This design comes from an exercise in tuning for small area and a short achievable clock period on the open sky130 flow, not from production work.
The RTL was checked by simulation tests, not by an equivalence proof against the original design.
Power is estimated from default activity; no workload was simulated.

==> job 8786: inputs <==
Design ACC_CPU_32BITS, start of the top module:
module ACC_CPU_32BITS(
	input button_clock_in,
	input [16:0] Input,
	output wire [0:27] Output7Segments,
	input clock,
	output wire WaitingInput,
	input reset_in,
	output wire Negative,
	output wire [0:20] OutputPC,
	output wire [14:0] mem_addr,
	output wire [31:0] mem_wdata,
	output wire mem_we,
	input [31:0] mem_rdata
	);
clock: 105.0 ns
lec_check: 0
abc_area: 1
cap_margin: 20
core_margin: 2
core_utilization: 60
cts_cluster_diameter: 100
cts_cluster_size: 18
slew_margin: 20
synth_hierarchical: 1
synth_minimum_keep_size: 0
standard.sh (not shown) runs the stock make flow with config.mk's settings and CLKGATE_MAP_FILE= SYNTH_SCRIPT=/design/flow/synth_recipe.tcl, a recipe that flattens the netlist after the stock synthesis.
==> flow/flow/run.sh <==
#!/bin/bash
# Layout flow: the standard flow (standard.sh: ORFS synthesis through
# finish), with the port buffers that ORFS inserts at global placement made
# sky130_fd_sc_hd__buf_2 cells instead of the cell buffer_ports picks by
# default.  Every port still gets its own buffer.  The ORFS logs stay under
# orfs/logs; the output of the make run goes to standard.log.
set -euo pipefail
cd "$(dirname "$0")/.."
bash standard.sh "BUFFER_PORTS_ARGS=-buffer_cell sky130_fd_sc_hd__buf_2" finish > standard.log 2>&1
==> job 2700: changes against job 8786 <==
==> flow/config.mk (replaced) <==
export PLATFORM = sky130hd
export DESIGN_NAME = ACC_CPU_32BITS
export DESIGN_NICKNAME = ACC_CPU_32BITS
export VERILOG_FILES = /design/flow/design.v
export SDC_FILE = /design/flow/constraint.sdc
export NUM_CORES = 4
export LEC_CHECK = 0
export ABC_AREA = 1
export CAP_MARGIN = 20
export CORE_MARGIN = 2
export CORE_UTILIZATION = 40
export CTS_CLUSTER_DIAMETER = 100
export CTS_CLUSTER_SIZE = 18
export SLEW_MARGIN = 20
export SYNTH_HIERARCHICAL = 1
export SYNTH_MINIMUM_KEEP_SIZE = 0
==> job 1694: changes against job 8786 <==
==> flow/config.mk (replaced) <==
export PLATFORM = sky130hd
export DESIGN_NAME = ACC_CPU_32BITS
export DESIGN_NICKNAME = ACC_CPU_32BITS
export VERILOG_FILES = /design/flow/design.v
export SDC_FILE = /design/flow/constraint.sdc
export NUM_CORES = 4
export LEC_CHECK = 0
export ABC_AREA = 1
export CAP_MARGIN = 20
export CORE_MARGIN = 2
export CORE_UTILIZATION = 50
export CTS_CLUSTER_DIAMETER = 100
export CTS_CLUSTER_SIZE = 18
export PLACE_DENSITY = 0.75
export SLEW_MARGIN = 20
export SYNTH_HIERARCHICAL = 1
export SYNTH_MINIMUM_KEEP_SIZE = 0
==> job 5683: changes against job 8786 <==
--- a/flow/design.v
+++ b/flow/design.v
@@ -228,17 +228,17 @@
 			slQ = S1 ? 15'd0 : IR[14:0];
 		end else begin
 			slP = Base_n;
 			slQ = (nst == 3'd0 || nst == 3'd1) ? PCo_n[14:0] : SP_n[14:0];
 		end
 	end
 	wire [14:0] slowSum = slP + slQ;
 	wire [14:0] RA_d;
-	RaNext ran(.pm(PM), .mem(Mem[14:0]), .slow(slowSum), .fast(fastSel), .d(RA_d));
+	RaNext ran(.pm(PM), .mem(Mem[14:0]), .slow(slowSum), .fast(fastSel), .rst(rr[21]), .d(RA_d));
 	wire [31:0] MDR_n = (mact & (S0 | S1)) ? MDR : ((S3 & cMULC & ~cBM) ? mulB : Mem);
 	wire [31:0] WD_n = S2 ? ((mfin & wdAcc) ? Tfin : sum) : WD;
 	wire WE_n = ((nst == 3'd3) & ((op == 6'd17) | (op == 6'd31))) |
 	            ((nst == 3'd4) & cPUSH);
 	wire WI_n = (nst == 3'd3) & (op == 6'd60);
 	wire [15:0] outv = Y[31] ? ~sum[15:0] : Y[15:0];
 	always @(posedge clock) begin
 		MDR <= MDR_n;
@@ -283,22 +283,20 @@
 		if (rr[17]) begin
 			Base <= 15'd0;
 			BaseHi <= 1'b0;
 		end else begin
 			Base <= Base_n;
 			BaseHi <= BaseHi_n;
 		end
 	end
-	always @(posedge clock) if (rr[21]) RA <= 15'd0; else RA <= RA_d;
-	wire [20:0] pcseg_d;
-	PcSegNext psn(.pco(PCo_n[11:0]), .mem(Mem[11:0]), .rts(rts), .seg(pcseg_d));
+	always @(posedge clock) RA <= RA_d;    
 	always @(posedge clock)
 		if (rr[18]) pcsegR <= {seg7(4'd0), seg7(4'd0), seg7(4'd0)};
-		else pcsegR <= pcseg_d;
+		else pcsegR <= {seg7(PC_n[3:0]), seg7(PC_n[7:4]), seg7(PC_n[11:8])};
 	wire countSig = S0 & (BaseHi | (|Base));
 	always @(posedge clock) begin
 		if (rr[0]) begin
 			cnt <= 6'd0;
 			pre <= 1'b0;
 		end else begin
 			pre <= pre_n;
 			if (countSig) cnt <= cnt + 6'd1;
@@ -333,24 +331,15 @@
 	assign OutputPC = pcsegR;
 	assign Negative = NegR;
 	assign WaitingInput = WIR;
 	assign mem_addr = RA;
 	assign mem_we = WER;
 	assign mem_wdata = WD;
 endmodule
 module RaNext(input [14:0] pm, input [14:0] mem, input [14:0] slow, input fast,
-	output [14:0] d);
+	input rst, output [14:0] d);
 	wire [14:0] s = pm + mem;
-	assign d = fast ? s : slow;
-endmodule
-module PcSegNext(input [11:0] pco, input [11:0] mem, input rts, output [20:0] seg);
-	localparam [15:0] SG6 = 16'h1083, SG5 = 16'h208e, SG4 = 16'h02ba, SG3 = 16'h8492,
-	                  SG2 = 16'hd004, SG1 = 16'hd860, SG0 = 16'h2812;
-	function [6:0] seg7(input [3:0] v);
-		seg7 = {SG6[v], SG5[v], SG4[v], SG3[v], SG2[v], SG1[v], SG0[v]};
-	endfunction
-	wire [11:0] p = rts ? mem : pco;
-	assign seg = {seg7(p[3:0]), seg7(p[7:4]), seg7(p[11:8])};
+	assign d = rst ? 15'd0 : (fast ? s : slow);
 endmodule
 module RstInv(input a, output y);
 	assign y = ~a;
 endmodule
==> flow/config.mk (replaced) <==
export PLATFORM = sky130hd
export DESIGN_NAME = ACC_CPU_32BITS
export DESIGN_NICKNAME = ACC_CPU_32BITS
export VERILOG_FILES = /design/flow/design.v
export SDC_FILE = /design/flow/constraint.sdc
export NUM_CORES = 4
export LEC_CHECK = 0
export CAP_MARGIN = 20
export CORE_MARGIN = 2
export CORE_UTILIZATION = 40
export SLEW_MARGIN = 20
export SYNTH_HIERARCHICAL = 1
export SYNTH_MINIMUM_KEEP_SIZE = 0
==> run summary <==
- In job 2700 the worst setup slack is better than in job 5683, by 0.27 ns.
- The highest utilization belongs to job 8786, the lowest to job 2700.
- The lowest final area belongs to job 8786, the highest to job 5683.
- Clock power: job 5683 > job 2700 > job 8786 > job 1694.

* * *

==> run K <==
Another version of the RTL of ACC_CPU_32BITS (not shown whole).
Design ACC_CPU_32BITS, start of the top module:
module ACC_CPU_32BITS(
	input button_clock_in,
	input [16:0] Input,
	output wire [0:27] Output7Segments,
	input clock,
	output wire WaitingInput,
	input reset_in,
	output wire Negative,
	output wire [0:20] OutputPC,
	output wire [14:0] mem_addr,
	output wire [31:0] mem_wdata,
	output wire mem_we,
	input [31:0] mem_rdata
	);
==> flow/config.mk <==
export PLATFORM = sky130hd
export DESIGN_NAME = ACC_CPU_32BITS
export DESIGN_NICKNAME = ACC_CPU_32BITS
export VERILOG_FILES = /design/flow/design.v
export SDC_FILE = /design/flow/constraint.sdc
export NUM_CORES = 4
export LEC_CHECK = 0
export CAP_MARGIN = 20
export CORE_MARGIN = 2
export CORE_UTILIZATION = 40
export SLEW_MARGIN = 20
==> flow/constraint.sdc <==
create_clock -name core_clock -period 105.0 [get_ports {clock}]
set_input_delay 21.0000 -clock core_clock [delete_from_list [all_inputs] [get_ports {clock}]]
set_output_delay 21.0000 -clock core_clock [all_outputs]
set_load 0.01 [all_outputs]
run.sh (not shown) runs the stock make flow with config.mk's settings and CLKGATE_MAP_FILE= SYNTH_SCRIPT=/design/flow/synth_recipe.tcl, a recipe that flattens the netlist after the stock synthesis.
Stock flow here: none of the scripts above is used.
==> run G: changes against run K <==
--- a/flow/design.v
+++ b/flow/design.v
@@ -52,28 +52,34 @@
 			c = ci;
 			for (i = 0; i < 32; i = i + 1) begin
 				rca32[i] = a[i] ^ b[i] ^ c;
 				c = (a[i] & b[i]) | (c & (a[i] ^ b[i]));
 			end
 		end
 	endfunction
-	wire rst = ~reset_in;
+	wire [21:0] rr;
+	genvar gi;
+	generate
+		for (gi = 0; gi < 22; gi = gi + 1) begin : rg
+			RstInv ri(.a(reset_in), .y(rr[gi]));
+		end
+	endgenerate
 	wire [31:0] Mem = mem_rdata;
 	reg [2:0] st;
 	reg pend;             
 	reg mact;             
 	reg mshr;             
 	reg [31:0] IR, Acc, X, Y, SP, SR, Aux, PC, sPC, MDR;
 	reg [20:0] P;
 	reg [14:0] Base;
 	reg BaseHi;           
-	reg [14:0] PM;        
 	reg [16:0] InReg;     
-	reg [15:0] OutR;
-	reg selY, selSR, selSPC, selPC;
+	reg [0:27] segR;
+	reg [0:20] pcsegR;
+	reg [31:0] WD;
 	reg NegR, WIR, WER;
 	reg [14:0] RA;
 	reg subiu, desceu, bprev;
 	reg [5:0] cnt;
 	reg pre;
 	wire [5:0] op = IR[31:26];
 	wire [31:0] Imm = {6'd0, IR[25:0]};
@@ -118,181 +124,222 @@
 		else if (cASR3) defA = {31'd0, SR[3]};
 		else defA = Acc;
 		if (cBZ) defB = 32'd0;
 		else if (cBM) defB = MDR;
 		else if (cBI) defB = Imm;
 		else defB = 32'd1;
 	end
-	wire [31:0] addA = S0 ? defA : ((S1 | (S3 & cBR)) ? PC : SP);
-	wire [31:0] addB = S0 ? defB : ((S3 & cBR) ? Imm : 32'd1);
-	wire addSub = S0 ? cSUB : (S3 & ~cBR);
+	wire jmp = S3 & (op == 6'd35);
+	wire rti = S3 & (op == 6'd56);
+	wire wdY = (op == 6'd31), wdSR = (op == 6'd29), wdSPC = (op == 6'd32), wdPC = (op == 6'd34);
+	wire wdAcc = ~(wdY | wdSR | wdSPC | wdPC);
+	wire aPC  = (S1 & ~pre) | (S3 & cBR) | (S2 & wdPC);
+	wire oup  = S3 & (op == 6'd59);
+	wire aSP  = (S3 & ~cBR & ~jmp & ~rti & ~oup) | S4;
+	wire aSPC = rti | (S2 & wdSPC);
+	wire aSR  = S2 & wdSR;
+	wire aY   = (S2 & wdY) | oup;
+	wire aAcc = S2 & wdAcc;
+	wire [31:0] addA = S0 ? defA :
+		(({32{aPC}} & PC) | ({32{aSP}} & SP) | ({32{aSPC}} & sPC) |
+		 ({32{aSR}} & SR) | ({32{aY}} & Y) | ({32{aAcc}} & Acc));
+	wire [31:0] addB = S0 ? defB : (((S3 & (cBR | jmp)) | S5) ? Imm :
+		((S1 & pre) ? 32'd198 : ((S2 | rti) ? 32'd0 : 32'd1)));
+	wire addSub = S0 ? cSUB : (aSP & S3) | oup;     
 	wire [31:0] sum = rca32(addA, addB ^ {32{addSub}}, addSub);
 	reg [31:0] R;
 	always @(*) begin
 		if (cAND) R = Acc & defB;
 		else if (cOR) R = Acc | defB;
 		else if (cXOR) R = Acc ^ defB;
 		else R = sum;
 	end
 	wire [31:0] shOne = (IR[25:5] == 21'd0) ? (32'd1 << IR[4:0]) : 32'd0;
 	wire [31:0] mulB = (op == 6'd3 || op == 6'd13) ? shOne : Imm;
 	wire [10:0] chunk = S0 ? {1'b0, MDR[31:22]} : (S1 ? MDR[21:11] : MDR[10:0]);
 	wire [31:0] mulA = mshr ? rev32(Acc) : Acc;
-	wire [31:0] T = {P, 11'd0} + mulA * chunk;
+	reg [31:0] T, ms, mc, mr, mn;
+	integer mi;
+	always @(*) begin
+		ms = {P, 11'd0};
+		mc = 32'd0;
+		for (mi = 0; mi < 11; mi = mi + 1) begin
+			mr = chunk[mi] ? (mulA << mi) : 32'd0;
+			mn = ms ^ mc ^ mr;
+			mc = ((ms & mc) | (ms & mr) | (mc & mr)) << 1;
+			ms = mn;
+		end
+		T = ms + mc;
+	end
 	wire [31:0] Tfin = mshr ? rev32(T) : T;
 	wire mfin = mact & S2;
 	reg [31:0] Acc_n, X_n, Y_n, SP_n, SR_n, Aux_n, PCo_n, sPC_n;
 	reg [14:0] Base_n;
 	reg BaseHi_n;
 	always @(*) begin
 		Acc_n = Acc; X_n = X; Y_n = Y; SP_n = SP; SR_n = SR; Aux_n = Aux;
 		PCo_n = PC; sPC_n = sPC; Base_n = Base; BaseHi_n = BaseHi;
 		if (exe) begin
 			if (cDACC) Acc_n = R;
-			if (cDX) X_n = R;
-			if (cDY) Y_n = R;
-			if (cFLAGS) SR_n[2:0] = {1'b0, (R == 32'd0), R[31]};
-			if (op == 6'd25) SP_n = R;
-			if (op == 6'd8) Aux_n = R;
-			if (op == 6'd27) SR_n = R;
-			if (op == 6'd40) sPC_n = R;
+			if (cDX) X_n = sum;
+			if (cDY) Y_n = sum;
+			if (cFLAGS) SR_n[2:0] = {1'b0, (sum == 32'd0), sum[31]};
+			if (op == 6'd25) SP_n = sum;
+			if (op == 6'd8) Aux_n = sum;
+			if (op == 6'd27) SR_n = sum;
+			if (op == 6'd40) sPC_n = sum;
 		end
 		if (mfin) Acc_n = Tfin;
 		if (S1) begin
-			PCo_n = pre ? 32'd198 : sum;
+			PCo_n = sum;
 			if (pre) begin
 				sPC_n = PC;
 				Base_n = 15'd0;
 				BaseHi_n = 1'b0;
 			end
 		end
 		if (S3) begin
 			case (op)
 				6'd24, 6'd56: begin Base_n = Aux[14:0]; BaseHi_n = |Aux[31:15]; end
-				6'd35: PCo_n = Imm;
+				6'd35: PCo_n = sum;
 				6'd57: SR_n[3] = 1'b1;
 				default: ;
 			endcase
 			if (cPUSH) SP_n = sum;
 			if (cBR & brTaken) PCo_n = sum;
-			if (op == 6'd56) PCo_n = sPC;
+			if (op == 6'd56) PCo_n = sum;
 		end
 		if (S4) begin
 			if (op == 6'd60) Y_n = {InReg[16], 15'd0, InReg[15:0]};
 			if (cPULL) SP_n = sum;
 		end
-		if (S5) PCo_n = Imm;
+		if (S5) PCo_n = sum;
 	end
 	wire rts = S4 & (op == 6'd33);
 	wire [31:0] PC_n = rts ? Mem : PCo_n;
 	wire [31:0] IR_n = S1 ? (pre ? 32'hF8000000 : Mem) : IR;
 	wire pre_n = S0 & (BaseHi | (|Base)) & (cnt == 6'd63);
-	wire [14:0] PM_n = (Base_n & {15{~(S0 & pre_n)}}) + (X_n[14:0] & {15{~S3}});
+	wire [14:0] BX = Base + X[14:0];
+	wire [14:0] PM = S4 ? Base : (pre ? X[14:0] : BX);
 	wire fastSel = (S1 & ~pre) | rts;
-	wire [14:0] fastSum = PM + Mem[14:0];
 	reg [14:0] slP, slQ;
 	always @(*) begin
 		if (S1 | (S2 & cIMMX)) begin
-			slP = PM;
+			slP = S1 ? X[14:0] : BX;
 			slQ = S1 ? 15'd0 : IR[14:0];
 		end else begin
 			slP = Base_n;
 			slQ = (nst == 3'd0 || nst == 3'd1) ? PCo_n[14:0] : SP_n[14:0];
 		end
 	end
 	wire [14:0] slowSum = slP + slQ;
-	wire [14:0] RA_n = fastSel ? fastSum : slowSum;
+	wire [14:0] RA_d;
+	RaNext ran(.pm(PM), .mem(Mem[14:0]), .slow(slowSum), .fast(fastSel), .rst(rr[21]), .d(RA_d));
 	wire [31:0] MDR_n = (mact & (S0 | S1)) ? MDR : ((S3 & cMULC & ~cBM) ? mulB : Mem);
-	wire selY_n = (op == 6'd31), selSR_n = (op == 6'd29), selSPC_n = (op == 6'd32), selPC_n = (op == 6'd34);
+	wire [31:0] WD_n = S2 ? ((mfin & wdAcc) ? Tfin : sum) : WD;
 	wire WE_n = ((nst == 3'd3) & ((op == 6'd17) | (op == 6'd31))) |
 	            ((nst == 3'd4) & cPUSH);
 	wire WI_n = (nst == 3'd3) & (op == 6'd60);
-	wire [15:0] outv = Y[31] ? (16'd0 - Y[15:0]) : Y[15:0];
+	wire [15:0] outv = Y[31] ? ~sum[15:0] : Y[15:0];
 	always @(posedge clock) begin
 		MDR <= MDR_n;
 		P <= S3 ? 21'd0 : T[20:0];
-		PM <= PM_n;
 		IR <= IR_n;       
-		selY <= selY_n;
-		selSR <= selSR_n;
-		selSPC <= selSPC_n;
-		selPC <= selPC_n;
+		WD <= WD_n;
 	end
 	always @(posedge clock) begin
-		if (rst) begin
+		if (rr[0]) begin
 			st <= 3'd0;
 			pend <= 1'b0;
 			mact <= 1'b0;
 			mshr <= 1'b0;
-			Acc <= 32'd0;
-			X <= 32'd0;
-			Y <= 32'd0;
-			SP <= 32'd9497;
-			SR <= 32'd0;
-			Aux <= 32'd0;
-			Base <= 15'd0;
-			BaseHi <= 1'b0;
-			PC <= 32'd0;
-			sPC <= 32'd0;
-			RA <= 15'd0;
 			WER <= 1'b0;
 			WIR <= 1'b0;
 		end else begin
 			st <= nst;
 			pend <= (S3 | S4) & cDEF;
 			mact <= S3 ? cMULC : (S2 ? 1'b0 : mact);
 			if (S3) mshr <= (op == 6'd13);
-			Acc <= Acc_n;
-			X <= X_n;
-			Y <= Y_n;
-			SP <= SP_n;
-			SR <= SR_n;
-			Aux <= Aux_n;
-			Base <= Base_n;
-			BaseHi <= BaseHi_n;
-			PC <= PC_n;
-			sPC <= sPC_n;
-			RA <= RA_n;
 			WER <= WE_n;
 			WIR <= WI_n;
 		end
 	end
+	always @(posedge clock) if (rr[1]) Acc[15:0] <= 16'd0; else Acc[15:0] <= Acc_n[15:0];
+	always @(posedge clock) if (rr[2]) Acc[31:16] <= 16'd0; else Acc[31:16] <= Acc_n[31:16];
+	always @(posedge clock) if (rr[3]) X[15:0] <= 16'd0; else X[15:0] <= X_n[15:0];
+	always @(posedge clock) if (rr[4]) X[31:16] <= 16'd0; else X[31:16] <= X_n[31:16];
+	always @(posedge clock) if (rr[5]) Y[15:0] <= 16'd0; else Y[15:0] <= Y_n[15:0];
+	always @(posedge clock) if (rr[6]) Y[31:16] <= 16'd0; else Y[31:16] <= Y_n[31:16];
+	always @(posedge clock) if (rr[7]) SP[15:0] <= 16'd9497; else SP[15:0] <= SP_n[15:0];
+	always @(posedge clock) if (rr[8]) SP[31:16] <= 16'd0; else SP[31:16] <= SP_n[31:16];
+	always @(posedge clock) if (rr[9]) SR[15:0] <= 16'd0; else SR[15:0] <= SR_n[15:0];
+	always @(posedge clock) if (rr[10]) SR[31:16] <= 16'd0; else SR[31:16] <= SR_n[31:16];
+	always @(posedge clock) if (rr[11]) Aux[15:0] <= 16'd0; else Aux[15:0] <= Aux_n[15:0];
+	always @(posedge clock) if (rr[12]) Aux[31:16] <= 16'd0; else Aux[31:16] <= Aux_n[31:16];
+	always @(posedge clock) if (rr[13]) PC[15:0] <= 16'd0; else PC[15:0] <= PC_n[15:0];
+	always @(posedge clock) if (rr[14]) PC[31:16] <= 16'd0; else PC[31:16] <= PC_n[31:16];
+	always @(posedge clock) if (rr[15]) sPC[15:0] <= 16'd0; else sPC[15:0] <= sPC_n[15:0];
+	always @(posedge clock) if (rr[16]) sPC[31:16] <= 16'd0; else sPC[31:16] <= sPC_n[31:16];
+	always @(posedge clock) begin
+		if (rr[17]) begin
+			Base <= 15'd0;
+			BaseHi <= 1'b0;
+		end else begin
+			Base <= Base_n;
+			BaseHi <= BaseHi_n;
+		end
+	end
+	always @(posedge clock) RA <= RA_d;    
+	always @(posedge clock)
+		if (rr[18]) pcsegR <= {seg7(4'd0), seg7(4'd0), seg7(4'd0)};
+		else pcsegR <= {seg7(PC_n[3:0]), seg7(PC_n[7:4]), seg7(PC_n[11:8])};
 	wire countSig = S0 & (BaseHi | (|Base));
 	always @(posedge clock) begin
-		if (rst) begin
+		if (rr[0]) begin
 			cnt <= 6'd0;
 			pre <= 1'b0;
 		end else begin
 			pre <= pre_n;
 			if (countSig) cnt <= cnt + 6'd1;
 		end
 	end
 	wire bclk = ~button_clock_in;
 	wire brise = bclk & ~bprev;
 	wire bfall = ~bclk & bprev;
 	always @(posedge clock) begin
-		if (rst) begin
+		if (rr[20]) begin
 			bprev <= 1'b0;
 			InReg <= 17'd0;
 			subiu <= 1'b0;
 			desceu <= 1'b0;
-			OutR <= 16'd0;
-			NegR <= 1'b0;
 		end else begin
 			bprev <= bclk;
 			if (brise & IO0) InReg <= Input;
 			if (brise & (IO0 | BRK)) subiu <= ~subiu;
 			if (bfall & (IO0 | BRK) & (subiu != desceu)) desceu <= ~desceu;
-			if (S3 & (op == 6'd59)) begin
-				NegR <= Y[31];
-				OutR <= outv;
-			end
 		end
 	end
-	assign Output7Segments = {seg7(OutR[3:0]), seg7(OutR[7:4]), seg7(OutR[11:8]), seg7(OutR[15:12])};
-	assign OutputPC = {seg7(PC[3:0]), seg7(PC[7:4]), seg7(PC[11:8])};
+	always @(posedge clock) begin
+		if (rr[19]) begin
+			segR <= {seg7(4'd0), seg7(4'd0), seg7(4'd0), seg7(4'd0)};
+			NegR <= 1'b0;
+		end else if (S3 & (op == 6'd59)) begin
+			NegR <= Y[31];
+			segR <= {seg7(outv[3:0]), seg7(outv[7:4]), seg7(outv[11:8]), seg7(outv[15:12])};
+		end
+	end
+	assign Output7Segments = segR;
+	assign OutputPC = pcsegR;
 	assign Negative = NegR;
 	assign WaitingInput = WIR;
 	assign mem_addr = RA;
 	assign mem_we = WER;
-	assign mem_wdata = selY ? Y : (selSR ? SR : (selSPC ? sPC : (selPC ? PC : Acc)));
+	assign mem_wdata = WD;
+endmodule
+module RaNext(input [14:0] pm, input [14:0] mem, input [14:0] slow, input fast,
+	input rst, output [14:0] d);
+	wire [14:0] s = pm + mem;
+	assign d = rst ? 15'd0 : (fast ? s : slow);
+endmodule
+module RstInv(input a, output y);
+	assign y = ~a;
 endmodule
SYNTH_HIERARCHICAL = 1   (was not set)
SYNTH_MINIMUM_KEEP_SIZE = 0   (was not set)
==> notes <==
- Between run G and run K, the lower clock power is in run K (gap about 18%, measured against run K).
- Synthesized cell count: run K is larger than run G (9.6%).
- Of run G and run K, run K has the higher routed wire length (gap 7.5%, measured against run K).
- Against run G, the die area of run K is larger by about 0.8%.
- Of run K and run G, run G has the higher power (gap about 34%, measured against run G).
==> figures <==
Share of synthesized area spent on multiplexers: run K 3.28%; run G 4.73%
Vias in the first global route: run K 38,001; run G 36,538
Outcome: run K no timing/DRC/antenna violations; run G no timing/DRC/antenna violations
Non-clock buffer total of the final layout: run K 311; run G 265
Post-Layout Cell Count: run K 6,671; run G 6,188
Clock skew: run K 0.0259 ns; run G 0.0271 ns
WP data required: run K 84.00 ns; run G 105.52 ns
M1 GR Usage: run K 42.7%; run G 37.9%
DP Worst Slack: run K 80.70 ns; run G 81.36 ns
Layout Area Growth over Synthesis: run K 12.0%; run G 11.9%
Area fraction in and, or, nand and nor cells after synthesis: run K 21.4%; run G 18.3%
Total wirelength of the detailed-routed design: run K 176,000 um; run G 163,000 um

static timing again, ports no longer ideal:
How much do the figures lean on ideal ports? The routed layouts below were timed once more, with nothing changed but the port constraints. Step 1, drivers: a clkbuf_16 drives clock and a buf_2 each remaining input, both assumed. Step 2 times the ports against the registers' clock, not the clock port: input delays grow and output delays shrink by t, the midpoint of the rising clock arrivals with the driver on. a / b / c = ideal ports / drivers / drivers and shift; a / b = the first two.
run	shift t [ns]	setup WS [ns]	latest minus earliest clock arrival (ns)	worst register clock-pin slew, ns	cell pins on the clock port's net
job 8786	0.668	82.541 / 82.587 / 81.919	0.036 / 0.036	0.09 / 0.09	1
job 2700	0.728	82.774 / 82.699 / 82.245	0.058 / 0.058	0.10 / 0.10	1
job 1694	0.677	82.564 / 82.613 / 81.936	0.039 / 0.040	0.10 / 0.10	1
job 5683	0.742	82.501 / 82.550 / 81.808	0.039 / 0.039	0.08 / 0.08	1
run K	0.693	80.784 / 80.716 / 80.480	0.025 / 0.026	0.07 / 0.07	1
run G	0.732	82.002 / 82.054 / 81.323	0.027 / 0.027	0.06 / 0.06	1
After both steps every run listed still meets setup and hold. The setup slack of job 5683, which loses most, moves by +0.049 ns with the drivers and by -0.693 ns with both steps.
